From an optimization exercise on the open Yosys and OpenROAD flow, aimed at small area and a short achievable clock period; shortcuts taken in it are not production practice. In this exercise RTL edits were held to simulation tests only and were not proved equivalent to the original. The flow treats the clock pin as an ideal source, which a real chip does not have. Power is estimated from default activity; no workload was simulated.

File: design/flow/design.v
module BRAM_SSP(
		clk, wen, wen_n, rsel, fwd, din, dout
		);
   input          clk;
   input  [255:0] wen;      
   input  [255:0] wen_n;    
   input  [63:0]  rsel;     
   input          fwd;      
   input  [31:0]  din;      
   output [31:0]  dout;     
   wire [31:0] 	  words [0:63];
   genvar w, b;
   generate
      for (w = 0; w < 64; w = w + 1) begin : g_w
	 reg  [31:0] word;
	 wire [31:0] nxt;
	 for (b = 0; b < 32; b = b + 1) begin : g_b
	    c_ao22 u (.a0(wen[4*w+b/8]), .b0(din[b]),
		      .a1(wen_n[4*w+b/8]), .b1(word[b]), .y(nxt[b]));
	 end
	 always @(posedge clk)
	   word <= nxt;
	 assign words[w] = word;
      end
      for (b = 0; b < 32; b = b + 1) begin : g_r
	 wire [22:0] t;
	 wire [5:0]  u;
	 wire [2:0]  v;
	 genvar k;
	 for (k = 0; k < 21; k = k + 1) begin : g_t
	    c_aoi222 a (.a0(rsel[3*k]),   .b0(words[3*k][b]),
			.a1(rsel[3*k+1]), .b1(words[3*k+1][b]),
			.a2(rsel[3*k+2]), .b2(words[3*k+2][b]), .y(t[k]));
	 end
	 c_nand2 a21 (.a(rsel[63]), .b(words[63][b]), .y(t[21]));
	 c_nand2 a22 (.a(fwd), .b(din[b]), .y(t[22]));
	 c_nand4 n0 (.a(t[0]),  .b(t[1]),  .c(t[2]),  .d(t[3]),  .y(u[0]));
	 c_nand4 n1 (.a(t[4]),  .b(t[5]),  .c(t[6]),  .d(t[7]),  .y(u[1]));
	 c_nand4 n2 (.a(t[8]),  .b(t[9]),  .c(t[10]), .d(t[11]), .y(u[2]));
	 c_nand4 n3 (.a(t[12]), .b(t[13]), .c(t[14]), .d(t[15]), .y(u[3]));
	 c_nand4 n4 (.a(t[16]), .b(t[17]), .c(t[18]), .d(t[19]), .y(u[4]));
	 c_nand3 n5 (.a(t[20]), .b(t[21]), .c(t[22]), .y(u[5]));
	 c_nor2  r0 (.a(u[0]), .b(u[1]), .y(v[0]));
	 c_nor2  r1 (.a(u[2]), .b(u[3]), .y(v[1]));
	 c_nor2  r2 (.a(u[4]), .b(u[5]), .y(v[2]));
	 c_nand3 o  (.a(v[0]), .b(v[1]), .c(v[2]), .y(dout[b]));
      end
   endgenerate
endmodule  
module c_ao22(a0, b0, a1, b1, y);
   input a0, b0, a1, b1;
   output y;
   assign y = (a0 & b0) | (a1 & b1);
endmodule
module c_aoi222(a0, b0, a1, b1, a2, b2, y);
   input a0, b0, a1, b1, a2, b2;
   output y;
   assign y = ~((a0 & b0) | (a1 & b1) | (a2 & b2));
endmodule
module c_and4(a, b, c, d, y);
   input a, b, c, d;
   output y;
   assign y = a & b & c & d;
endmodule
module c_and3(a, b, c, y);
   input a, b, c;
   output y;
   assign y = a & b & c;
endmodule
module c_nand4(a, b, c, d, y);
   input a, b, c, d;
   output y;
   assign y = ~(a & b & c & d);
endmodule
module c_nand3(a, b, c, y);
   input a, b, c;
   output y;
   assign y = ~(a & b & c);
endmodule
module c_nand2(a, b, y);
   input a, b;
   output y;
   assign y = ~(a & b);
endmodule
module c_nor2(a, b, y);
   input a, b;
   output y;
   assign y = ~(a | b);
endmodule
module mmu(
	   clk, resetb, dm_we,
	   im_addr, im_do, dm_addr, dm_di, dm_do,
	   dm_be, is_signed,
	   im_addr_out, im_data,
	   io_addr, io_en, io_we, io_data_read, io_data_write
	   );
   input wire clk, resetb, dm_we;
   input wire [31:0] im_addr, dm_addr, dm_di;
   input wire [3:0]  dm_be;
   input wire 	     is_signed;
   output wire [11:2] im_addr_out;
   input wire [31:0]  im_data, io_data_read;
   output reg [31:0]  io_data_write;
   output wire [31:0] dm_do;
   output reg [31:0]  im_do;
   output reg [7:0]   io_addr;
   output reg 	      io_en, io_we;
   assign im_addr_out[11:2] = im_addr[11:2];
   wire is_dm = (dm_addr[31] == 1'b0) && (dm_addr[30:28] != 3'b0);
   wire is_io = (dm_addr[31:8] == 24'h800000);
   wire [31:0] wdata;
   assign wdata[7:0]   = dm_di[7:0];
   assign wdata[15:8]  = dm_be[0] ? dm_di[15:8]  : dm_di[7:0];
   assign wdata[23:16] = dm_be[0] ? dm_di[23:16] : dm_di[7:0];
   assign wdata[31:24] = dm_be[0] ? dm_di[31:24] : (dm_be[2] ? dm_di[15:8] : dm_di[7:0]);
   wire [7:0] a_hi, a_lo;
   genvar k, l;
   generate
      for (k = 0; k < 8; k = k + 1) begin : g_pre
	 assign a_hi[k] = (dm_addr[7:5] == k);
	 assign a_lo[k] = (dm_addr[4:2] == k);
      end
   endgenerate
   wire [3:0]  lane_wr = {4{dm_we & is_dm}} & dm_be;
   wire [7:0]  a_lo_r  = a_lo & {8{~dm_we}};
   wire [31:0] a_lo_w;                  
   wire [255:0] wen, wen_n;
   wire [63:0] rsel;
   generate
      for (k = 0; k < 8; k = k + 1) begin : g_low
	 assign a_lo_w[4*k +: 4] = {4{a_lo[k]}} & lane_wr;
      end
      for (k = 0; k < 64; k = k + 1) begin : g_word
	 for (l = 0; l < 4; l = l + 1) begin : g_lane
	    c_nor2  we_p (.a(~a_hi[k/8]), .b(~a_lo_w[4*(k%8)+l]), .y(wen[4*k+l]));
	    c_nand2 we_n (.a(a_hi[k/8]), .b(a_lo_w[4*(k%8)+l]), .y(wen_n[4*k+l]));
	 end
	 c_nor2 rs (.a(~a_hi[k/8]), .b(~a_lo_r[k%8]), .y(rsel[k]));
      end
   endgenerate
   wire [31:0] ram_do;
   BRAM_SSP ram (
		 .clk(clk), .wen(wen), .wen_n(wen_n), .rsel(rsel), .fwd(dm_we),
		 .din(wdata), .dout(ram_do)
		 );
   wire b0001 = (dm_be == 4'b0001);
   wire b0010 = (dm_be == 4'b0010);
   wire b0011 = (dm_be == 4'b0011);
   wire b0100 = (dm_be == 4'b0100);
   wire b1000 = (dm_be == 4'b1000);
   wire b1100 = (dm_be == 4'b1100);
   wire b1111 = (dm_be == 4'b1111);
   wire [12:0] ctl = {
		      is_signed & b1000,                
		      is_signed & b0010,                
		      is_signed & (b1000 | b1100),      
		      is_signed & b0100,                
		      is_signed & (b0010 | b0011),      
		      is_signed & b0001,                
		      b1111,                            
		      b1100,                            
		      b1111 | b0011,                    
		      b1000,                            
		      b0100 | b1100,                    
		      b0010,                            
		      b1111 | b0011 | b0001             
		      };
   reg [12:0] cm;      
   reg [12:0] ci;      
   reg [31:0] rdata;   
   always @(posedge clk) begin
      cm <= ctl & {13{is_dm}};
      ci <= ctl & {13{is_io}};
      rdata <= ram_do;
      io_addr <= dm_addr[7:0];
      io_data_write <= wdata;
   end
   always @(posedge clk, negedge resetb) begin
      if (!resetb) begin
	 im_do <= 32'h00000013;
	 io_en <= 1'b0;
	 io_we <= 1'b0;
      end
      else begin
	 im_do <= im_data;
	 io_en <= is_io;
	 io_we <= is_io & dm_we;
      end
   end
   wire [31:0] v = io_data_read;
   wire [31:0] d = rdata;
   wire [1:0]  sbv_n, sbd_n;             
   wire [3:0]  shv_n, shd_n;             
   genvar c;
   generate
      for (c = 0; c < 2; c = c + 1) begin : g_sb
	 wire [7:0] st;
	 c_nand2 sb0 (.a(ci[7]),  .b(v[7]),  .y(st[0]));
	 c_nand2 sb1 (.a(ci[11]), .b(v[15]), .y(st[1]));
	 c_nand2 sb2 (.a(ci[9]),  .b(v[23]), .y(st[2]));
	 c_nand2 sb3 (.a(ci[12]), .b(v[31]), .y(st[3]));
	 c_and4  sbv (.a(st[0]), .b(st[1]), .c(st[2]), .d(st[3]), .y(sbv_n[c]));
	 c_nand2 sb4 (.a(cm[7]),  .b(d[7]),  .y(st[4]));
	 c_nand2 sb5 (.a(cm[11]), .b(d[15]), .y(st[5]));
	 c_nand2 sb6 (.a(cm[9]),  .b(d[23]), .y(st[6]));
	 c_nand2 sb7 (.a(cm[12]), .b(d[31]), .y(st[7]));
	 c_and4  sbd (.a(st[4]), .b(st[5]), .c(st[6]), .d(st[7]), .y(sbd_n[c]));
      end
      for (c = 0; c < 4; c = c + 1) begin : g_sh
	 wire [7:0] st;
	 c_nand2 sh0 (.a(ci[7]),  .b(v[7]),  .y(st[0]));
	 c_nand2 sh1 (.a(ci[8]),  .b(v[15]), .y(st[1]));
	 c_nand2 sh2 (.a(ci[9]),  .b(v[23]), .y(st[2]));
	 c_nand2 sh3 (.a(ci[10]), .b(v[31]), .y(st[3]));
	 c_and4  shv (.a(st[0]), .b(st[1]), .c(st[2]), .d(st[3]), .y(shv_n[c]));
	 c_nand2 sh4 (.a(cm[7]),  .b(d[7]),  .y(st[4]));
	 c_nand2 sh5 (.a(cm[8]),  .b(d[15]), .y(st[5]));
	 c_nand2 sh6 (.a(cm[9]),  .b(d[23]), .y(st[6]));
	 c_nand2 sh7 (.a(cm[10]), .b(d[31]), .y(st[7]));
	 c_and4  shd (.a(st[4]), .b(st[5]), .c(st[6]), .d(st[7]), .y(shd_n[c]));
      end
   endgenerate
   genvar j;
   generate
      for (j = 0; j < 8; j = j + 1) begin : g_lo
	 wire [7:0] t;
	 wire [1:0] a;
	 c_nand2 t0 (.a(ci[0]), .b(v[j]),    .y(t[0]));
	 c_nand2 t1 (.a(ci[1]), .b(v[8+j]),  .y(t[1]));
	 c_nand2 t2 (.a(ci[2]), .b(v[16+j]), .y(t[2]));
	 c_nand2 t3 (.a(ci[3]), .b(v[24+j]), .y(t[3]));
	 c_nand2 t4 (.a(cm[0]), .b(d[j]),    .y(t[4]));
	 c_nand2 t5 (.a(cm[1]), .b(d[8+j]),  .y(t[5]));
	 c_nand2 t6 (.a(cm[2]), .b(d[16+j]), .y(t[6]));
	 c_nand2 t7 (.a(cm[3]), .b(d[24+j]), .y(t[7]));
	 c_and4  a0 (.a(t[0]), .b(t[1]), .c(t[2]), .d(t[3]), .y(a[0]));
	 c_and4  a1 (.a(t[4]), .b(t[5]), .c(t[6]), .d(t[7]), .y(a[1]));
	 c_nand2 o  (.a(a[0]), .b(a[1]), .y(dm_do[j]));
      end
      for (j = 8; j < 16; j = j + 1) begin : g_mid
	 wire [3:0] t;
	 wire 	    a;
	 c_nand2 t0 (.a(ci[4]), .b(v[j]),    .y(t[0]));
	 c_nand2 t1 (.a(ci[5]), .b(v[j+16]), .y(t[1]));
	 c_nand2 t2 (.a(cm[4]), .b(d[j]),    .y(t[2]));
	 c_nand2 t3 (.a(cm[5]), .b(d[j+16]), .y(t[3]));
	 c_and4  a0 (.a(t[0]), .b(t[1]), .c(t[2]), .d(t[3]), .y(a));
	 c_nand3 o  (.a(a), .b(sbv_n[(j-8)/4]), .c(sbd_n[(j-8)/4]), .y(dm_do[j]));
      end
      for (j = 16; j < 32; j = j + 1) begin : g_hi
	 wire [1:0] t;
	 c_nand2 t0 (.a(ci[6]), .b(v[j]), .y(t[0]));
	 c_nand2 t1 (.a(cm[6]), .b(d[j]), .y(t[1]));
	 c_nand4 o  (.a(t[0]), .b(t[1]), .c(shv_n[(j-16)/4]), .d(shd_n[(j-16)/4]), .y(dm_do[j]));
      end
   endgenerate
endmodule  
File: design/flow/flow/run.sh
#!/bin/bash
set -euo pipefail
export BUFFER_PORTS_ARGS="-buffer_cell sky130_fd_sc_hd__buf_2"
export PRE_IO_PLACEMENT_TCL="$PWD/flow/io.tcl"
export FASTROUTE_TCL="$PWD/flow/fastroute.tcl"
export POST_CTS_TCL="$PWD/flow/post_cts.tcl"
export PRE_GLOBAL_ROUTE_TCL="$PWD/flow/pre_grt.tcl"
bash standard.sh > standard_make.log 2>&1
File: design/flow/flow/fastroute.tcl
# Global routing layer capacities: reserve more of met1 and met2 for pin
# access, so that global routes use met3 and met4 more.
set_global_routing_layer_adjustment met1 0.45
set_global_routing_layer_adjustment met2 0.3
set_global_routing_layer_adjustment met3-met5 0.15
set_routing_layers -clock met3-met5
set_routing_layers -signal met1-met5
File: design/flow/flow/io.tcl
# Pin groups: each output beside the input it depends on most.
set_io_pin_constraint -group -order -pin_names {io_data_read[0] dm_do[0] io_data_read[1] dm_do[1] io_data_read[2] dm_do[2] io_data_read[3] dm_do[3] io_data_read[4] dm_do[4] io_data_read[5] dm_do[5] io_data_read[6] dm_do[6] io_data_read[7] dm_do[7] io_data_read[8] dm_do[8] io_data_read[9] dm_do[9] io_data_read[10] dm_do[10] io_data_read[11] dm_do[11] io_data_read[12] dm_do[12] io_data_read[13] dm_do[13] io_data_read[14] dm_do[14] io_data_read[15] dm_do[15] io_data_read[16] dm_do[16] io_data_read[17] dm_do[17] io_data_read[18] dm_do[18] io_data_read[19] dm_do[19] io_data_read[20] dm_do[20] io_data_read[21] dm_do[21] io_data_read[22] dm_do[22] io_data_read[23] dm_do[23] io_data_read[24] dm_do[24] io_data_read[25] dm_do[25] io_data_read[26] dm_do[26] io_data_read[27] dm_do[27] io_data_read[28] dm_do[28] io_data_read[29] dm_do[29] io_data_read[30] dm_do[30] io_data_read[31] dm_do[31]}
set_io_pin_constraint -group -order -pin_names {im_addr[2] im_addr_out[2] im_addr[3] im_addr_out[3] im_addr[4] im_addr_out[4] im_addr[5] im_addr_out[5] im_addr[6] im_addr_out[6] im_addr[7] im_addr_out[7] im_addr[8] im_addr_out[8] im_addr[9] im_addr_out[9] im_addr[10] im_addr_out[10] im_addr[11] im_addr_out[11]}
set_io_pin_constraint -group -order -pin_names {dm_di[0] io_data_write[0] dm_di[1] io_data_write[1] dm_di[2] io_data_write[2] dm_di[3] io_data_write[3] dm_di[4] io_data_write[4] dm_di[5] io_data_write[5] dm_di[6] io_data_write[6] dm_di[7] io_data_write[7] dm_di[8] io_data_write[8] dm_di[9] io_data_write[9] dm_di[10] io_data_write[10] dm_di[11] io_data_write[11] dm_di[12] io_data_write[12] dm_di[13] io_data_write[13] dm_di[14] io_data_write[14] dm_di[15] io_data_write[15] dm_di[16] io_data_write[16] dm_di[17] io_data_write[17] dm_di[18] io_data_write[18] dm_di[19] io_data_write[19] dm_di[20] io_data_write[20] dm_di[21] io_data_write[21] dm_di[22] io_data_write[22] dm_di[23] io_data_write[23] dm_di[24] io_data_write[24] dm_di[25] io_data_write[25] dm_di[26] io_data_write[26] dm_di[27] io_data_write[27] dm_di[28] io_data_write[28] dm_di[29] io_data_write[29] dm_di[30] io_data_write[30] dm_di[31] io_data_write[31]}
set_io_pin_constraint -group -order -pin_names {im_data[0] im_do[0] im_data[1] im_do[1] im_data[2] im_do[2] im_data[3] im_do[3] im_data[4] im_do[4] im_data[5] im_do[5] im_data[6] im_do[6] im_data[7] im_do[7] im_data[8] im_do[8] im_data[9] im_do[9] im_data[10] im_do[10] im_data[11] im_do[11] im_data[12] im_do[12] im_data[13] im_do[13] im_data[14] im_do[14] im_data[15] im_do[15] im_data[16] im_do[16] im_data[17] im_do[17] im_data[18] im_do[18] im_data[19] im_do[19] im_data[20] im_do[20] im_data[21] im_do[21] im_data[22] im_do[22] im_data[23] im_do[23] im_data[24] im_do[24] im_data[25] im_do[25] im_data[26] im_do[26] im_data[27] im_do[27] im_data[28] im_do[28] im_data[29] im_do[29] im_data[30] im_do[30] im_data[31] im_do[31]}
File: design/flow/flow/post_cts.tcl
# After CTS (sourced by ORFS's cts step through POST_CTS_TCL): further setup
# repair in steps of rising margin, then legalize the placement again.
estimate_parasitics -placement
proc my_wns {} { return [sta::time_sta_ui [sta::worst_slack_cmd max]] }
puts "post_cts: start wns [my_wns] area [rsz::design_area]"
foreach m {2.9 3.0 3.1 3.2} {
  repair_timing -setup -setup_margin $m -repair_tns 100 -match_cell_footprint -verbose
  puts "post_cts: margin $m wns [my_wns] area [rsz::design_area]"
}
detailed_placement
check_placement -verbose
estimate_parasitics -placement
puts "post_cts: end wns [my_wns] area [rsz::design_area]"
File: design/flow/flow/pre_grt.tcl
# Before global routing (sourced by ORFS's global route step through
# PRE_GLOBAL_ROUTE_TCL): the setup repair that follows global routing aims
# for a larger margin than the earlier steps.
set ::env(SETUP_SLACK_MARGIN) 3.0
File: design/flow/standard.sh
#!/bin/bash
# synth_recipe.tcl (not shown) runs the flow's synth.tcl, then flattens the netlist and writes it again
# the make line also repeats each setting of config.mk as NAME=value (left out here)
make -C /OpenROAD-flow-scripts/flow DESIGN_CONFIG=/design/flow/config.mk WORK_HOME=/design/flow/orfs CLKGATE_MAP_FILE= SYNTH_SCRIPT=/design/flow/synth_recipe.tcl "${@:-finish}"
File: design/flow/config.mk
export PLATFORM = sky130hd
export DESIGN_NAME = mmu
export DESIGN_NICKNAME = mmu
export VERILOG_FILES = /design/flow/design.v
export SDC_FILE = /design/flow/constraint.sdc
export NUM_CORES = 4
export LEC_CHECK = 0
export CAP_MARGIN = 20
export CORE_MARGIN = 2
export CORE_UTILIZATION = 70
export CTS_CLUSTER_DIAMETER = 100
export CTS_CLUSTER_SIZE = 30
export PLACE_DENSITY = 0.8
export SETUP_SLACK_MARGIN = 2.8
export SLEW_MARGIN = 20
export SYNTH_HIERARCHICAL = 1
File: design/flow/constraint.sdc
create_clock -name core_clock -period 6.0 [get_ports {clk}]
set_input_delay 1.2000 -clock core_clock [delete_from_list [all_inputs] [get_ports {clk}]]
set_output_delay 1.2000 -clock core_clock [all_outputs]
set_load 0.01 [all_outputs]
==> impl_metrics.yaml, run 1 <==
finish:
  num-nets-final: 7040
  fillers: 6914
  area_delta_synth_final_pct: 11.2
  drive_gt1_share_pct: 13.3
power_and_ir_drop:
  p_leak_nw: 31.4
  power_mw: 24.0
  powerDensity_nw_per_um2: 287
  peakVddDrop_mv: 0.285
yosys:
  ys_async_sr_fraction_pct: 1.56
  yosys_warnings: 8
  ys_types: 42
  synth-seq-cells: 2180
  yosysSeqAreaShare_pct: 58.3
  synth_top_area_share_pct: 57.2
  synth_edf_count: 0
  synth_nets: 6537
  synth.avg_cell_area_um2: 11.8
  syn_area_um2: 75100
  synth_flop_cell: "dfxtp_1"
  ys_top_cells_by_area: "dfxtp_1 (57%), a22o_1 (24%), a222oi_1 (9.0%)"
  synth_area_leader_cell: "dfxtp_1"
  ys_top_cells_by_count: "dfxtp_1 (2146), a22o_1 (2048), a222oi_1 (672)"
  yosysMostFrequentCell: "dfxtp_1"
  syn_inst: 6369
grt:
  grt_max_degree: 69
  antenna_found_initial: 14
  overflow: 0
  grt_pass1_vias: 65000
  grt_pass1_wl_um: 392000
  grt_use_total_pct: 52.8
timing:
  fmax_ghz: 0.318
  setup_tns_ps: 0
  setup_viol: 0
  slew_headroom_pct: 30.6
  layout_setup_ws_ps: 2860
  final_hold_viol_count: 0
  slew_violations: 0
  fin_skew_ps: 23.1
  hold_slack_ps: 482
  rsz0062_at_grt: "true"
  period_share_pct: 52.3
  worst_pin_slew_ps: 1040
  fin_crit_ps: 3140
placed_design:
  finalWeightedCongestion: 1.04
  io_buffers: 241
  pre_cts_ws_ps: 1420
  place_hpwl_um: 175000
routing:
  dr.max_layer_used: "met5"
  drt_iter0_markers: 9536
  num_vias: 65300
  drc_errors: 0
  dr_wl_met2_um: 108000
  wl_met3_um: 43900
  met1Wirelength_um: 91300
  routed_via_density: 7.87
  ant_nets: 0
  drt-total-wl_um: 263000
  wl_per_cell_um: 31.7
  drtPass1Iterations: 12
critical_path:
  slowest_delay_ps: 270
  end_kind: "output port"
  critPathMaxFanout: 8
  start_kind: "input pin"
  worstSetupPathType: "input pin to output port"
  crit_path_cell_trace: "buf_12 -> nand2_4 -> and4_4 -> nand4_1 -> buf_2"
  critical_path_required_ps: 4800
  cp_slowest_cell: "and4_4"
  worstPathArrival_ps: 1940
die:
  die_w_um: 332
  design.core.area_um2: 107000
  die_y_um: 332
  dieArea_um2: 110000
  num_io_pins: 284
  initial_utilization_pct: 70.4
  rows: 120
cts:
  clock-sinks: 2180
  cts_tree: "built"
  clk_pin_slew_worst_paths_ps: 100
  clk_latency_ps: 730
min_path:
  hold_path.class: "flop to flop"
job:
  drv_cap: 0
run_status:
  status: "finished clean"
[path summary, 6_finish.rpt]
path	from	endpoint	slack, ps	depth (start not counted)
worst max-delay path	io_data_read[15]	dm_do[26]	2860	5
worst min-delay path	ram.g_w[52].word[8]$_DFF_P_	ram.g_w[52].word[8]$_DFF_P_	480	1
worst max register to register	ram.g_w[45].word[22]$_DFF_P_	rdata[22]$_DFF_P_	4150	4
min in group asynchronous	resetb	im_do[28]$_DFF_PN0_	550	1
max in group asynchronous	resetb	im_do[19]$_DFF_PN0_	4960	1
worst min register to register	ram.g_w[52].word[8]$_DFF_P_	ram.g_w[52].word[8]$_DFF_P_	480	1
[worst max-delay path: cells and delay by family]
family,cells,cell delay [ps]
and+or+nand+nor,3,440
buffers and inverters,2,290
[layout by cell type, fill, tap and decap left out, types with 9 or more instances in the layout]
cell type and n:
and4_1 28, nor2_4 50, nand4_1 177, a222oi_1 672
dfxtp_2 18, nand2b_1 10, nor3_2 9, nand3_1 66
a22o_1 2048, buf_4 171, clkbuf_16 83, nor2_2 158
nand2_2 70, nand2_1 508, dfxtp_1 2123, buf_6 64
buf_2 194, nor2_1 257, dfrtp_1 31
[cell families (layout without fill, tap and decap cells)]
family	count (synthesis)	count (layout)	synth area share (%)
AO/OA/AOI/OAI	2729	2729	32.9
flip-flops	2180	2180	58.3
AND/OR/NAND/NOR	1412	1417	8.42
buffers and inverters	39	548	0.273
multiplexers	8	8	0.107
XOR/XNOR	1	1	0.0117
other	0	8	0
[per-module statistics from Yosys, one instance, submodules excluded]
| module | cells | cell area (um^2) | times used |
|---|---|---|---|
| BRAM_SSP | 2048 | 41000 | 1 |
| mmu | 397 | 4260 | 1 |
| c_aoi222 | 1 | 10.0 | 672 |
| c_and4 | 1 | 8.76 | 36 |
| c_ao22 | 1 | 8.76 | 2048 |
| c_nand4 | 1 | 6.26 | 176 |
| c_nand3 | 1 | 5.00 | 72 |
| c_nand2 | 1 | 3.75 | 504 |
| c_nor2 | 1 | 3.75 | 416 |
[layer usage]
layer / track usage, % / up-vias
met5: 1.95 / -
met3: 30.2 / 1195
met4: 28.9 / 34
met1: 73.5 / 31400
met2: 74.8 / 4886
li1: - / 27700
[registers in the layout, summed over array words and instances, names as in the netlist]
| register | count |
|---|---|
| im_do | 32 |
| rdata | 32 |
| io_we | 1 |
| io_en | 1 |
| io_data_write | 32 |
| ci | 13 |
| io_addr | 8 |
| cm | 13 |
| ram.g_w.word | 2048 |
[layout make-up]
| class | count | area, um^2 | area share, % |
|---|---|---|---|
| inverter | 10 | 57.6 | 0.0689 |
| antenna | 8 | 20.0 | 0.0240 |
| clock inverter | 8 | 103 | 0.123 |
| tap | 1403 | 1760 | 2.10 |
| timing repair buffer | 442 | 3220 | 3.85 |
| multi-input combinational | 4155 | 32500 | 38.8 |
| clock buffer | 87 | 2090 | 2.50 |
| sequential | 2180 | 43900 | 52.5 |
| timing repair inverter | 1 | 7.51 | 0.00898 |
[stage by stage]
step	instance area (um^2)	instances	util, %
floorplan	75400	6369	-
global placement	79500	8154	74.5
detailed placement	79500	8154	74.5
global route	83600	8288	78.3
finish	83600	8294	78.3
[power by group]
part           internal, mW  switching, mW
Sequential             15.1          0.406
Combinational         0.603          0.972
Clock                  2.59           4.31
==> run 2: changes to the inputs <==
--- a/design/flow/flow/run.sh
+++ b/design/flow/flow/run.sh
@@ -2,3 +2,3 @@
 set -euo pipefail
-export BUFFER_PORTS_ARGS="-buffer_cell sky130_fd_sc_hd__buf_2"
+export BUFFER_PORTS_ARGS="-buffer_cell sky130_fd_sc_hd__buf_1"
 export PRE_IO_PLACEMENT_TCL="$PWD/flow/io.tcl"
--- a/design/flow/flow/pre_grt.tcl
+++ b/design/flow/flow/pre_grt.tcl
@@ -3,2 +3,2 @@
 # for a larger margin than the earlier steps.
-set ::env(SETUP_SLACK_MARGIN) 3.0
+set ::env(SETUP_SLACK_MARGIN) 3.1
==> run 2 against run 1 <==
Compared with the run above:
- still clean on timing, DRC and antenna
- sequential share of layout area shrank 0.31 points
- sequential power is essentially flat
- synthesized area is the same
- die area is the same
- register-to-register slack lost 30 ps
- wire length grew 1.2%
- flip-flop and latch count is the same
- combinational power is essentially flat
- hold slack lost 2.1 ps
- highest routed layer unchanged
==> impl_metrics.yaml, run 2 <==
yosys:
  synth-seq-cells: 2180
  synth_edf_count: 0
  synth_top_area_share_pct: 57.2
  syn_area_um2: 75100
  synth_area_leader_cell: "dfxtp_1"
  yosys_warnings: 8
  yosysMostFrequentCell: "dfxtp_1"
  synth_flop_cell: "dfxtp_1"
  ys_async_sr_fraction_pct: 1.56
  syn_inst: 6369
  ys_types: 42
  yosysSeqAreaShare_pct: 58.3
  synth.avg_cell_area_um2: 11.8
  ys_top_cells_by_count: "dfxtp_1 (2146), a22o_1 (2048), a222oi_1 (672)"
  ys_top_cells_by_area: "dfxtp_1 (57%), a22o_1 (24%), a222oi_1 (9.0%)"
  synth_nets: 6537
critical_path:
  crit_path_cell_trace: "buf_12 -> nand2_2 -> and4_4 -> nand4_1 -> buf_2"
  end_kind: "output port"
  critical_path_required_ps: 4800
  critPathMaxFanout: 8
  worst-path-buf-inv: 2
  cp_slowest_cell: "and4_4"
  cpLargestDelayFamily: "simple AND/OR/NAND/NOR gates"
  worstPathArrival_ps: 1920
  slowest_delay_ps: 260
  worstSetupPathType: "input pin to output port"
  start_kind: "input pin"
grt:
  overflow: 0
  grt_max_degree: 67
  grt_use_total_pct: 53.1
  grt_pass1_wl_um: 394000
  antenna_found_initial: 13
  grt_pass1_vias: 65100
timing:
  fin_skew_ps: 18.6
  fmax_ghz: 0.320
  worst_pin_slew_ps: 1030
  setup_tns_ps: 0
  period_share_pct: 52.1
  hold_slack_ps: 480
  rsz0062_at_grt: "true"
  slew_violations: 0
  fin_crit_ps: 3120
  setup_viol: 0
  final_hold_viol_count: 0
  slew_headroom_pct: 31.1
cts:
  clock-sinks: 2180
  clk_latency_ps: 720
  cts_tree: "built"
  clk_pin_slew_worst_paths_ps: 110
routing:
  drt_iter0_markers: 9801
  wl_per_cell_um: 32.0
  drtPass1Iterations: 10
  routed_via_density: 7.87
  drt-total-wl_um: 266000
  ant_nets: 0
  num_vias: 65400
  drc_errors: 0
finish:
  layout_commonest_cell: "dfxtp_1"
  regMostFlops: "ram.g_w.word"
  area_delta_synth_final_pct: 11.9
  drive_gt1_share_pct: 12.2
  final_cell_count_no_fill: 8312
  num-nets-final: 7065
  largest_reg_flops: 2048
  final_cell_mix: "dfxtp_1 (2118), a22o_1 (2048), a222oi_1 (672)"
placed_design:
  place_hpwl_um: 175000
  finalWeightedCongestion: 1.05
  dp.cells: 8143
  io_buffers: 241
min_path:
  hold_path.class: "flop to flop"
die:
  num_io_pins: 284
  initial_utilization_pct: 70.4
  die_w_um: 332
  rows: 120
  die_y_um: 332
  design.core.area_um2: 107000
  dieArea_um2: 110000
power_and_ir_drop:
  p_leak_nw: 31.1
  peakVddDrop_mv: 0.259
  power_mw: 24.0
  powerDensity_nw_per_um2: 286
run_status:
  status: "finished clean"
job:
  drv_cap: 0
==> run 2: cell counts after synthesis <==
Identical to the previous run, type by type.
==> run 2: report_power, final <==
group	switching [mW]	leakage, nW	internal, mW
registers	0.405	17.8	15.1
logic	0.990	12.2	0.600
clock network	4.30	1.08	2.61
==> run 2: cells by family (layout without fill, tap and decap cells) <==
family	after synthesis	count (layout)	synth area share, %
compound gates	2729	2729	32.9
xor+xnor	1	1	0.0117
buf+inv	39	570	0.273
flops	2180	2180	58.3
mux	8	8	0.107
other cells	0	4	0
simple gates	1412	1417	8.42
==> run 2: path summary, 6_finish.rpt <==
| kind | endpoint | slack (ps) | cells after the start | start |
|---|---|---|---|---|
| max | dm_do[28] | 2880 | 5 | io_data_read[15] |
| min | ram.g_w[49].word[4]$_DFF_P_ | 480 | 1 | ram.g_w[49].word[4]$_DFF_P_ |
| max reg2reg | rdata[25]$_DFF_P_ | 4120 | 4 | ram.g_w[42].word[25]$_DFF_P_ |
| min reg2reg | ram.g_w[49].word[4]$_DFF_P_ | 480 | 1 | ram.g_w[49].word[4]$_DFF_P_ |
| max in group asynchronous | im_do[5]$_DFF_PN0_ | 4860 | 1 | resetb |
| min in group asynchronous | im_do[22]$_DFF_PN0_ | 590 | 1 | resetb |
==> run 2: per-module statistics from Yosys (local to each module, per instance) <==
module    cell area, um^2  copies in the design  cells  flip-flops and latches
c_nand4              6.26                   176      1                       0
c_and4               8.76                    36      1                       0
BRAM_SSP            41000                     1   2048                    2048
c_aoi222             10.0                   672      1                       0
c_nor2               3.75                   416      1                       0
c_nand2              3.75                   504      1                       0
mmu                  4260                     1    397                     132
c_ao22               8.76                  2048      1                       0
c_nand3              5.00                    72      1                       0
==> run 2: final cells by class <==
cell class	instances	area [um^2]
sequential	2180	43900
multi-input combinational	4155	32800
fill	6853	22700
timing repair buffer	466	3400
clock buffer	90	2170
tap	1403	1760
inverter	10	68.8
clock inverter	2	27.5
timing repair inverter	2	15.0
antenna	4	10.0
==> run 2: through the flow <==
| stage | cell area (um^2) | utilization (%) | worst slack, ps |
|---|---|---|---|
| floorplan | 75400 | - | 2430 |
| global placement | 79200 | 74.2 | 1290 |
| detailed placement | 79200 | 74.2 | 1180 |
| global route | 84100 | 78.8 | 2860 |
| finish | 84100 | 78.8 | 2880 |
==> run 2: routing by layer <==
| layer | up-vias | track usage [%] | share of wire (%) |
|---|---|---|---|
| met5 | - | 0.174 | 0.048 |
| met4 | 22 | 29.2 | 7.5 |
| met3 | 1236 | 31.1 | 17 |
| met2 | 5026 | 74.3 | 41 |
| met1 | 31400 | 74.3 | 35 |
| li1 | 27800 | - | - |
==> run 3: changes to the inputs <==
--- a/design/flow/design.v
+++ b/design/flow/design.v
@@ -102,3 +102,3 @@
    input wire [31:0]  im_data, io_data_read;
-   output reg [31:0]  io_data_write;
+   output wire [31:0] io_data_write;
    output wire [31:0] dm_do;
@@ -124,3 +124,4 @@
    wire [3:0]  lane_wr = {4{dm_we & is_dm}} & dm_be;
-   wire [7:0]  a_lo_r  = a_lo & {8{~dm_we}};
+   wire        ld_dm   = ~dm_addr[31] & ~dm_we;
+   wire [7:0]  a_lo_r  = a_lo & {8{ld_dm}};
    wire [31:0] a_lo_w;                  
@@ -142,3 +143,3 @@
    BRAM_SSP ram (
-		 .clk(clk), .wen(wen), .wen_n(wen_n), .rsel(rsel), .fwd(dm_we),
+		 .clk(clk), .wen(wen), .wen_n(wen_n), .rsel(rsel), .fwd(~ld_dm),
 		 .din(wdata), .dout(ram_do)
@@ -169,3 +170,3 @@
    reg [12:0] ci;      
-   reg [31:0] rdata;   
+   reg [31:0] rdata;
    always @(posedge clk) begin
@@ -175,3 +176,2 @@
       io_addr <= dm_addr[7:0];
-      io_data_write <= wdata;
    end
@@ -191,2 +191,3 @@
    wire [31:0] d = rdata;
+   assign io_data_write = rdata;
    wire [1:0]  sbv_n, sbd_n;             
--- a/design/flow/flow/run.sh
+++ b/design/flow/flow/run.sh
@@ -2,3 +2,3 @@
 set -euo pipefail
-export BUFFER_PORTS_ARGS="-buffer_cell sky130_fd_sc_hd__buf_1"
+export BUFFER_PORTS_ARGS="-buffer_cell sky130_fd_sc_hd__buf_2"
 export PRE_IO_PLACEMENT_TCL="$PWD/flow/io.tcl"
--- a/design/flow/flow/pre_grt.tcl
+++ b/design/flow/flow/pre_grt.tcl
@@ -3,2 +3,2 @@
 # for a larger margin than the earlier steps.
-set ::env(SETUP_SLACK_MARGIN) 3.1
+set ::env(SETUP_SLACK_MARGIN) 3.0
==> run 3 against run 2 <==
Compared with the run above:
- wire length up 2.5%
- fmax decreased by 4.1%
- combinational power about the same
- setup slack got worse by 130 ps
- cell area is 0.60% lower
- die area down 0.72%
- register-to-register slack gained 50 ps
- power shrank 0.95%
- count of clock-buffer cells in the layout fell by 1
- clock power decreased by 1%
- critical endpoint is now ram.g_w[50].word[29]$_DFF_P_
==> impl_metrics.yaml, run 3 <==
timing:
  rsz0062_at_grt: "true"
  hold_slack_ps: 480
  setup_viol: 0
  fin_crit_ps: 3260
  setup_tns_ps: 0
  fin_skew_ps: 17.2
  final_hold_viol_count: 0
  worst_pin_slew_ps: 1050
  fmax_ghz: 0.307
  period_share_pct: 54.3
  layout_setup_ws_ps: 2740
  slew_violations: 0
  slew_headroom_pct: 30.0
die:
  die_w_um: 330
  rows: 119
  design.core.area_um2: 106000
  dieArea_um2: 109000
  die_y_um: 330
  initial_utilization_pct: 70.7
  num_io_pins: 284
power_and_ir_drop:
  powerDensity_nw_per_um2: 285
  peakVddDrop_mv: 0.285
  power_mw: 23.8
  p_leak_nw: 31.2
critical_path:
  rr_endpoint: "rdata[12]$_DFF_P_"
  slowest_delay_ps: 730
  worst-path-stages: 6
  start_kind: "input pin"
  worstPathArrival_ps: 3920
  reg2reg_depth: 4
  worstSetupPathType: "input pin to flop"
  cp-startpoint: "dm_we"
  cpLargestDelayFamily: "simple AND/OR/NAND/NOR gates"
  crit_path_cell_trace: "buf_2 -> inv_2 -> nor4_4 -> nand2_1 -> nor2_1 -> a22o_1"
  worstReg2RegStart: "ram.g_w[51].word[12]$_DFF_P_"
  cp_slowest_cell: "nor2_1"
  rrSetupSlack_ps: 4170
  end_kind: "flop"
  critPathMaxFanout: 8
  worst-path-buf-inv: 2
  critical_path_required_ps: 6670
cts:
  clk_latency_ps: 730
  clock-sinks: 2148
  cts_tree: "built"
  clk_pin_slew_worst_paths_ps: 100
yosys:
  ys_async_sr_fraction_pct: 1.58
  synth.avg_cell_area_um2: 11.8
  ys_types: 44
  ys_top_cells_by_area: "dfxtp_1 (57%), a22o_1 (24%), a222oi_1 (9.0%)"
  synth_nets: 6512
  synth_flop_cell: "dfxtp_1"
  yosysMostFrequentCell: "dfxtp_1"
  synth_edf_count: 0
  yosys_warnings: 8
  synth_top_area_share_pct: 56.7
  yosysSeqAreaShare_pct: 57.9
  syn_inst: 6344
  ys_top_cells_by_count: "dfxtp_1 (2114), a22o_1 (2048), a222oi_1 (672)"
  synth-seq-cells: 2148
  syn_area_um2: 74600
  synth_area_leader_cell: "dfxtp_1"
grt:
  grt_max_degree: 67
  grt_pass1_vias: 65300
  antenna_found_initial: 25
  grt_use_total_pct: 55.3
  overflow: 0
  grt_pass1_wl_um: 399000
finish:
  drive_gt1_share_pct: 14.2
  fillers: 6730
  final_cell_mix: "dfxtp_1 (2076), a22o_1 (2048), a222oi_1 (672)"
  final_cell_count_no_fill: 8281
  largest_reg_flops: 2048
  regArea_um2: 43300
  multiInputGateArea_um2: 32700
  area_delta_synth_final_pct: 12.0
  layout_commonest_cell: "dfxtp_1"
  regMostFlops: "ram.g_w.word"
  num-nets-final: 7029
  largest_registers: "ram.g_w.word: 2048 flops, im_do: 32 flops, rdata: 32 flops"
routing:
  drc_errors: 0
  drtPass1Iterations: 13
  drt-total-wl_um: 273000
  num_vias: 66200
  routed_via_density: 7.99
  wl_per_cell_um: 32.9
  drt_iter0_markers: 9770
  ant_nets: 0
placed_design:
  finalWeightedCongestion: 1.06
  dp.cells: 8079
  pre_cts_ws_ps: 1610
  place_hpwl_um: 178000
  io_buffers: 241
run_status:
  status: "finished clean"
min_path:
  worstHoldStart: "ram.g_w[45].word[24]$_DFF_P_"
  holdPathStages: 1
  holdPathEnd: "ram.g_w[45].word[24]$_DFF_P_"
  hold_path.class: "flop to flop"
job:
  drv_cap: 0
==> run 3: cell count changes after synthesis, sizes merged, moves of 2 or more <==
cell	before	now
nor2	465	468
clkbuf	11	9
nand2	589	594
buf	18	20
or2	2	4
or4b	2	0
dfxtp	2146	2114
==> run 3: how the worst max path moves through the flow <==
stage / slack (ps) / endpoint
5_1_grt: 2790 / ram.g_w[10].word[28]$_DFF_P_
2_1_floorplan: 2430 / rdata[0]$_DFF_P_
6_report: 2740 / ram.g_w[50].word[29]$_DFF_P_
3_3_place_gp: 1620 / rdata[28]$_DFF_P_
3_5_place_dp: 1610 / rdata[31]$_DFF_P_
==> run 3: per-module statistics from Yosys (local to each module, per instance) <==
| module | flops+latches | cells |
|---|---|---|
| BRAM_SSP | 2048 | 2048 |
| mmu | 100 | 372 |
| c_aoi222 | 0 | 1 |
| c_and4 | 0 | 1 |
| c_ao22 | 0 | 1 |
| c_nand4 | 0 | 1 |
| c_nand3 | 0 | 1 |
| c_nand2 | 0 | 1 |
| c_nor2 | 0 | 1 |
==> run 3: report_power, final <==
part / switching [mW] / internal, mW / leakage, nW / total, mW
Combinational: 0.992 / 0.617 / 12.6 / 1.61
Sequential: 0.460 / 14.9 / 17.6 / 15.4
Clock: 4.25 / 2.58 / 1.07 / 6.83
==> run 3: logic make-up after synthesis <==
logic type / share of synthesized area [%]
and+or+nand+nor: 8.59
muxes: 0.107
buffers and inverters: 0.300
DFF: 57.9
xor gates and xnor gates: 0.0117
AOI/OAI and AO/OA: 33.1
==> run 3: cell type report <==
cell class                 instances  area share (%)
antenna                           19          0.0569
clock buffer                      89            2.56
clock inverter                     4          0.0419
inverter                          11          0.0808
multi-input combinational       4165            39.2
sequential                      2148            51.8
tap                             1391            2.08
timing repair buffer             450            4.22
timing repair inverter             4          0.0359
==> run 3: through the flow <==
stage | cell area [um^2] | util [%]
6_report | 83600 | 79.2
2_1_floorplan | 74900 | -
3_5_place_dp | 78700 | 74.5
3_3_place_gp | 78700 | 74.5
5_1_grt | 83600 | 79.1
==> run 3: layer usage <==
layer / up-vias / GRT usage, % / part of all wire [%]
met5: - / 2.35 / 0.15
met4: 26 / 31.9 / 7.5
met3: 1382 / 35.1 / 18
met2: 5237 / 76.2 / 41
met1: 31900 / 74.7 / 34
li1: 27700 / - / -

[what the ideal ports hide]
No port has a modelled driver above. Below, the same layouts with a new extraction and two added sets of constraints.
Step 1 assumes that a clkbuf_16 drives the clock port and a buf_2 every other input.
Step 2 adds t to the input delays and takes it off the output delays; t is the mean of the earliest and latest rising clock arrival at the registers after step 1. Input paths then give back, and output paths get back, about the clock's delay inside the block.
a / b / c = ideal ports / drivers / drivers and shift; a / b = the first two.
| run | t, ns | slack for setup (ns) | hold slack, ns |
|---|---|---|---|
| run 1 | 0.797 | 2.859 / 2.777 / 2.109 | 0.482 / 0.482 / 0.482 |
| run 2 | 0.790 | 2.875 / 2.769 / 2.152 | 0.480 / 0.480 / 0.480 |
| run 3 | 0.799 | 2.743 / 2.730 / 1.930 | 0.480 / 0.480 / 0.480 |
After both steps setup and hold are still met in every run listed. The setup slack of run 3, which loses most, moves by -0.013 ns with the drivers and by -0.813 ns with both steps.
